Source: an optimization exercise on an open RTL-to-GDS flow (aim: small area). Production flows keep margins and buffers that such runs may drop. RTL that was checked went through simulation tests only; none was proved equivalent to the original. Power and IR drop assume default switching activity. The flow treats the clock pin as an ideal source, which a real chip does not have.

==> flow/design.v <==
module pcma_detector #(
    parameter DATA_WIDTH_IQ   = 10,
    parameter DATA_WIDTH_CORD = 16,
    parameter PERIOD_WIDTH    = 16,
    parameter BOUND_WIDTH     = 10,
    parameter BOUND_NUM       = 32,
    parameter BOUND_NUM_WIDTH = 5
)(
    input                     clk,
    input                     reset_n,
    input [2:0]               mode_i,
    input [DATA_WIDTH_IQ-1:0] I_data_i,
    input [DATA_WIDTH_IQ-1:0] Q_data_i,
    input                     data_val_i,
    input [PERIOD_WIDTH-1:0]  period_seek_i,
    input [PERIOD_WIDTH-1:0]  period_lock_i,
    output                    lock_o
);
localparam S_IDLE = 2'd0, S_ACC = 2'd1, S_POST = 2'd2;
reg  [1:0]  st;
reg  [15:0] cntr;      
reg  [3:0]  stm;       
reg         lock_r;
reg         res;
wire        idle_d = (stm == 4'd15);
wire        vld    = (stm == 4'd14);           
wire [15:0] per    = lock_r ? period_lock_i : period_seek_i;
wire        cz     = (cntr == 16'd0);
wire        at_c   = (st == S_ACC) && cz;      
wire        acc    = data_val_i && idle_d && (st != S_POST);   
wire        t37    = (st == S_POST) && (cntr[5:0] == 6'd28);
wire        t40    = (st == S_POST) && (cntr[5:0] == 6'd25);
wire        t41    = (st == S_POST) && (cntr[5:0] == 6'd24);
always @(posedge clk) begin
    if (!reset_n) begin
        st     <= S_IDLE;
        stm    <= 4'd15;
        lock_r <= 1'b0;
    end else begin
        case (st)
            S_IDLE: if (data_val_i) st <= S_ACC;
            S_ACC:  if (cz)         st <= S_POST;
            default: if (t41)       st <= S_IDLE;
        endcase
        if (acc)          stm <= 4'd0;
        else if (!idle_d) stm <= stm + 4'd1;
        if (t40) lock_r <= res;
    end
end
always @(posedge clk) begin
    if (st == S_IDLE)                      cntr <= per;
    else if ((st == S_POST) || (vld && !cz)) cntr <= cntr - 16'd1;
end
reg  [9:0] U, V;       
reg  [8:0] H;          
reg        have;       
reg  [5:0] W;          
wire [9:0] aI = U[9] ? (~U + 10'd1) : U;
wire [9:0] aQ = V[9] ? (~V + 10'd1) : V;
wire       qp = (mode_i == 3'b001);
wire       swp = !qp && (aI < aQ);
wire [9:0] cI = qp ? 10'd180 : (swp ? 10'd98  : 10'd256);
wire [9:0] cQ = qp ? 10'd180 : (swp ? 10'd256 : 10'd98);
wire [10:0] dI = {1'b0, aI} - {1'b0, cI};
wire [10:0] dQ = {1'b0, aQ} - {1'b0, cQ};
wire [9:0] uI = dI[10] ? (~dI[9:0] + 10'd1) : dI[9:0];
wire [9:0] uQ = dQ[10] ? (~dQ[9:0] + 10'd1) : dQ[9:0];
wire [3:0] sj   = stm - 4'd1;                  
wire [7:0] mask = 8'hff >> sj;
wire [7:0] up   = U[8:1] & mask;
wire [7:0] vp   = V[8:1] & mask;
wire [10:0] sq  = {2'b00, H} + (U[0] ? {1'b0, up, 2'b01} : 11'd0)
                             + (V[0] ? {1'b0, vp, 2'b01} : 11'd0);
wire [17:0] xs = {V[8], U[8], V[7], U[7], V[6], U[6], V[5], U[5], V[4], U[4],
                  V[3], U[3], V[2], U[2], V[1], U[1], V[0], U[0]};
reg  [5:0] binw;
integer t;
always @(*) begin
    binw = 6'd32;
    for (t = 31; t >= 0; t = t - 1)
        if (xs < 100 * (t + 1) * (t + 1)) binw = t;
    if (H != 9'd0) binw = 6'd32;    
    binw[5] = !binw[5];    
end
always @(posedge clk) begin
    if (!reset_n) begin
        have <= 1'b0;
    end else if (acc) begin
        have <= 1'b1;
    end
end
always @(posedge clk) begin
    if (acc) begin
        U <= I_data_i;
        V <= Q_data_i;
        W <= have ? binw : 6'b100000;
    end else if (stm == 4'd0) begin
        U[8:0] <= uI[8:0];
        V[8:0] <= uQ[8:0];
        H      <= 9'd0;
    end else if (stm <= 4'd9) begin
        U[8:0] <= {sq[0], U[8:1]};
        V[8:0] <= {sq[1], V[8:1]};
        H      <= sq[10:2];
    end
end
reg  [3:0]  ph;        
reg         pend;      
reg         dpend;     
reg         inp;       
reg         isdec;     
reg         ia;        
reg         clr;       
reg         fresh;     
reg  [5:0]  IDX;       
reg  [5:0]  LIDX;      
reg  [4:0]  m;         
reg         cy, cT;    
reg         Tov;       
reg  [15:0] hr [0:31];
reg  [15:0] tr;
wire        ph0  = (ph == 4'd0);
wire        ph15 = (ph == 4'd15);
wire [31:0] tap;
genvar g;
generate
    for (g = 0; g < 32; g = g + 1) begin : g_tap
        assign tap[g] = hr[g][0];
    end
endgenerate
wire        cin  = ph0 ? ia : cy;
wire [31:0] dIDX = 32'd1 << IDX[4:0];
wire [31:0] pre  = tap & {32{!clr}};
wire [31:0] inj  = dIDX & {32{cin}};
wire [31:0] post = pre ^ inj;
wire [4:0]  mm1   = m - 5'd1;
wire [4:0]  mp1   = m + 5'd1;
wire        preb  = pre[IDX[4:0]];
wire        postb = preb ^ cin;
wire        pm    = post[m];
wire        pl    = (m != 5'd0)  && post[mm1];
wire        pr    = (m != 5'd31) && post[mp1];
wire        pL    = post[LIDX[4:0]];
wire        tpre  = tr[0] & !clr;
wire        tcin  = ph0 ? ia : cT;
wire        tpost = tpre ^ tcin;
integer k;
always @(posedge clk) begin
    for (k = 0; k < 32; k = k + 1)
        hr[k] <= {post[k], hr[k][15:1]};
    tr <= {tpost, tr[15:1]};
    cy <= cin & preb;
    cT <= tcin & tpre;
end
reg  e0, e1, e0m, e1m, e0b, e1b, cL;
wire cLin = ph0 ? 1'b1 : cL;
wire lp1  = pL ^ cLin;                          
wire e0n  = (ph0 ? 1'b1 : e0)  & (preb  == pm);
wire e1n  = (ph0 ? 1'b1 : e1)  & (postb == pm);
wire e0mn = (ph0 ? 1'b1 : e0m) & (pL    == pm);
wire e1mn = (ph0 ? 1'b1 : e1m) & (lp1   == pm);
wire e0bn = (ph0 ? 1'b1 : e0b) & (pL    == postb);
wire e1bn = (ph0 ? 1'b1 : e1b) & (lp1   == postb);
always @(posedge clk) begin
    e0  <= e0n;  e1  <= e1n;
    e0m <= e0mn; e1m <= e1mn;
    e0b <= e0bn; e1b <= e1bn;
    cL  <= cLin & pL;
end
wire sw    = inp && ia && (e0n || (e1n && (IDX[4:0] < m)));
wire [4:0] mown = sw ? IDX[4:0] : m;
wire lsw   = LIDX[4] && (sw ? (e0bn || (e1bn && (LIDX[4:0] < IDX[4:0])))
                            : (e0mn || (e1mn && (LIDX[4:0] < m))));
wire late  = pend && LIDX[5];
always @(posedge clk) begin
    if (!reset_n) begin
        ph    <= 4'd0;
        pend  <= 1'b0;
        dpend <= 1'b0;
        inp   <= 1'b0;
        ia    <= 1'b0;
        isdec <= 1'b0;
        clr   <= 1'b0;
        fresh <= 1'b1;
        LIDX  <= 6'b100000;
    end else begin
        ph    <= ph + 4'd1;
        pend  <= acc || (pend && !ph15);
        dpend <= (st == S_IDLE && data_val_i && per == 16'd0) || (at_c && idle_d)
                 || (dpend && !ph15);
        if (st == S_IDLE)    fresh <= 1'b1;
        else if (ph15 && (pend || dpend)) fresh <= 1'b0;
        if (ph15) begin
            inp   <= pend || dpend;
            isdec <= dpend;
            ia    <= pend && LIDX[5];
            clr   <= fresh && (pend || dpend);
            if (pend) begin
                IDX  <= LIDX;
                LIDX <= W;
            end
        end
    end
end
always @(posedge clk) begin
    if (st == S_IDLE)
        m <= 5'd0;
    else if (ph15) begin
        if (dpend) begin
            if (fresh)    
                m <= (late && (LIDX[4] || LIDX[3:0] == 4'd15)) ? LIDX[4:0] : 5'd0;
            else
                m <= (late && lsw) ? LIDX[4:0] : mown;
        end else
            m <= mown;
    end
end
wire bco = cin & preb;
wire tco = tcin & tpre;
always @(posedge clk) begin
    if (ph15 && inp)
        Tov <= (Tov && !clr) || (tco && !bco);
end
reg  [1:0] cs;
reg        cq, c8, sd1, sd2, gq, g8, dpd;
wire       dact = inp && isdec;
wire       mi = dact & pm;
wire       li = dact & pl;
wire       ri = dact & pr;
wire       ti = dact ? tpost : (dpd && ph0 && Tov);
wire [2:0] s3 = mi + li + ri + cs;
wire       sb = s3[0];
wire [1:0] xq = mi + sd2 + cq;
wire [1:0] x8 = sb + sd1 + c8;
always @(posedge clk) begin
    if (ph15) dpd <= dact;
    if (ph15 && dpend) begin
        cs <= 2'd0; cq <= 1'b0; c8 <= 1'b0; sd1 <= 1'b0; sd2 <= 1'b0;
        gq <= 1'b1; g8 <= 1'b1;
    end else begin
        cs  <= s3[2:1];
        cq  <= xq[1];
        c8  <= x8[1];
        sd1 <= sb;
        sd2 <= sd1;
        if (xq[0] != ti) gq <= xq[0];
        if (x8[0] != ti) g8 <= x8[0];
    end
    if (t37) res <= qp ? gq : g8;
end
assign lock_o = lock_r;
endmodule
clock: 10.0 ns
lec_check: 0
abc_area: 1
cap_margin: 20
core_margin: 2
core_utilization: 60
cts_buf_list: sky130_fd_sc_hd__clkbuf_4 sky130_fd_sc_hd__clkbuf_8
cts_cluster_diameter: 50
cts_cluster_size: 12
place_density: 0.75
slew_margin: 20
run.sh (not shown) runs the stock make flow with config.mk's settings and CLKGATE_MAP_FILE= SYNTH_SCRIPT=/design/flow/synth_recipe.tcl, a recipe that flattens the netlist after the stock synthesis.
The starting point ran to the end with no violations.
Then changed:
Settings changed: CTS_BUF_LIST sky130_fd_sc_hd__clkbuf_4 sky130_fd_sc_hd__clkbuf_8 to sky130_fd_sc_hd__clkbuf_8, CTS_CLUSTER_DIAMETER 50 to 60, CTS_CLUSTER_SIZE 12 to 20.
The changed run finished with timing, DRC and antenna clean. Wire length shrinks by 2.2%. Non-clock buffer count stays the same. Sequential cell count does not change. Core utilization came out lower by 1.0 points. Setup slack gains 66 ps. Fmax came out higher by 1.3%. Worst hold slack barely changes. First-iteration DRC count went down by 1.6%. Sequential share of layout area rises by 0.85 points. Total power came out lower by 4.4%.
Function was not checked in any run of this note: the RTL went through the layout flow alone.

---

== main ==
pcma_detector, a different RTL version from the one above (not shown whole).
For scale: ~1800 cells after synthesis, roughly 600 flip-flops, ~59 I/O pins, about 0.019 mm2 of cells after synthesis.
export LEC_CHECK = 0
export ABC_AREA = 1
export CAP_MARGIN = 20
export CORE_MARGIN = 2
export CORE_UTILIZATION = 60
export CTS_BUF_LIST = sky130_fd_sc_hd__clkbuf_8
export CTS_CLUSTER_DIAMETER = 60
export CTS_CLUSTER_SIZE = 20
export PLACE_DENSITY = 0.75
export SLEW_MARGIN = 20
create_clock -name core_clock -period 10.0 [get_ports {clk}]
standard.sh (not shown) runs the stock make flow with config.mk's settings and CLKGATE_MAP_FILE= SYNTH_SCRIPT=/design/flow/synth_recipe.tcl, a recipe that flattens the netlist after the stock synthesis.
==> flow/flow/run.sh <==
#!/bin/bash
set -euo pipefail
export BUFFER_PORTS_ARGS="-buffer_cell sky130_fd_sc_hd__buf_1"
export CTS_ARGS="-sink_clustering_enable -repair_clock_nets -dont_use_dummy_load -sink_clustering_size 34 -sink_clustering_max_diameter 120 -buf_list sky130_fd_sc_hd__clkbuf_16"
bash standard.sh > standard.log 2>&1
main reached the end of the flow, and the finished layout is clean on the timing, design-rule and antenna checks.
Edits applied to the flow inputs when going from main to the feature branch:
==> flow/flow/run.sh <==
#!/bin/bash
set -euo pipefail
export BUFFER_PORTS_ARGS="-buffer_cell sky130_fd_sc_hd__buf_1"
export CTS_ARGS='-sink_clustering_enable -repair_clock_nets -dont_use_dummy_load -sink_clustering_size 28 -sink_clustering_max_diameter 90 -buf_list {sky130_fd_sc_hd__clkbuf_8 sky130_fd_sc_hd__clkbuf_16}'
bash standard.sh > standard.log 2>&1
Results
In the feature branch relative to main, wire length of the first global-routing pass had gone down slightly. Diff main -> the feature branch: leakage power of the design +about 0.6%, worst setup slack -20 ps, maximum vdd drop +0.000069 V, fraction of the mapped netlist area in adder cells ~0 delta, transition time of the tightest slew-check pin ~0 delta. Between main and the feature branch, the worst path required time figures differ only marginally. Looking at the feature branch and main, the met2 wire length is a wash.

[port drivers added, routing unchanged]
The results above use ideal ports. As a check the final layouts listed here were re-extracted and re-timed, cells and wires unchanged.
Step 1, drivers: a clkbuf_16 drives clk and a buf_2 each remaining input, both assumed.
Step 2 adds t to the input delays and takes it off the output delays; t is the mean of the earliest and latest rising clock arrival at the registers after step 1. Input paths then give back, and output paths get back, about the clock's delay inside the block.
Three values: ideal, step 1, step 2; two values: the first two.
run | t, ns | setup slack, ns | worst data-port slew with drivers (ns) | pins driven straight from the clock port
the first run of note 1 | 0.680 | 4.723 / 4.753 / 4.073 | 0.04 | 1
the second run of note 1 | 0.698 | 4.789 / 4.791 / 4.119 | 0.04 | 1
main | 0.587 | 3.882 / 3.914 / 3.327 | 0.03 | 1
the feature branch | 0.591 | 3.862 / 3.895 / 3.304 | 0.03 | 1
After both steps every run listed still meets setup and hold. For the second run of note 1, which loses most, drivers alone change the setup slack by +0.002 ns; drivers and shift together by -0.670 ns.
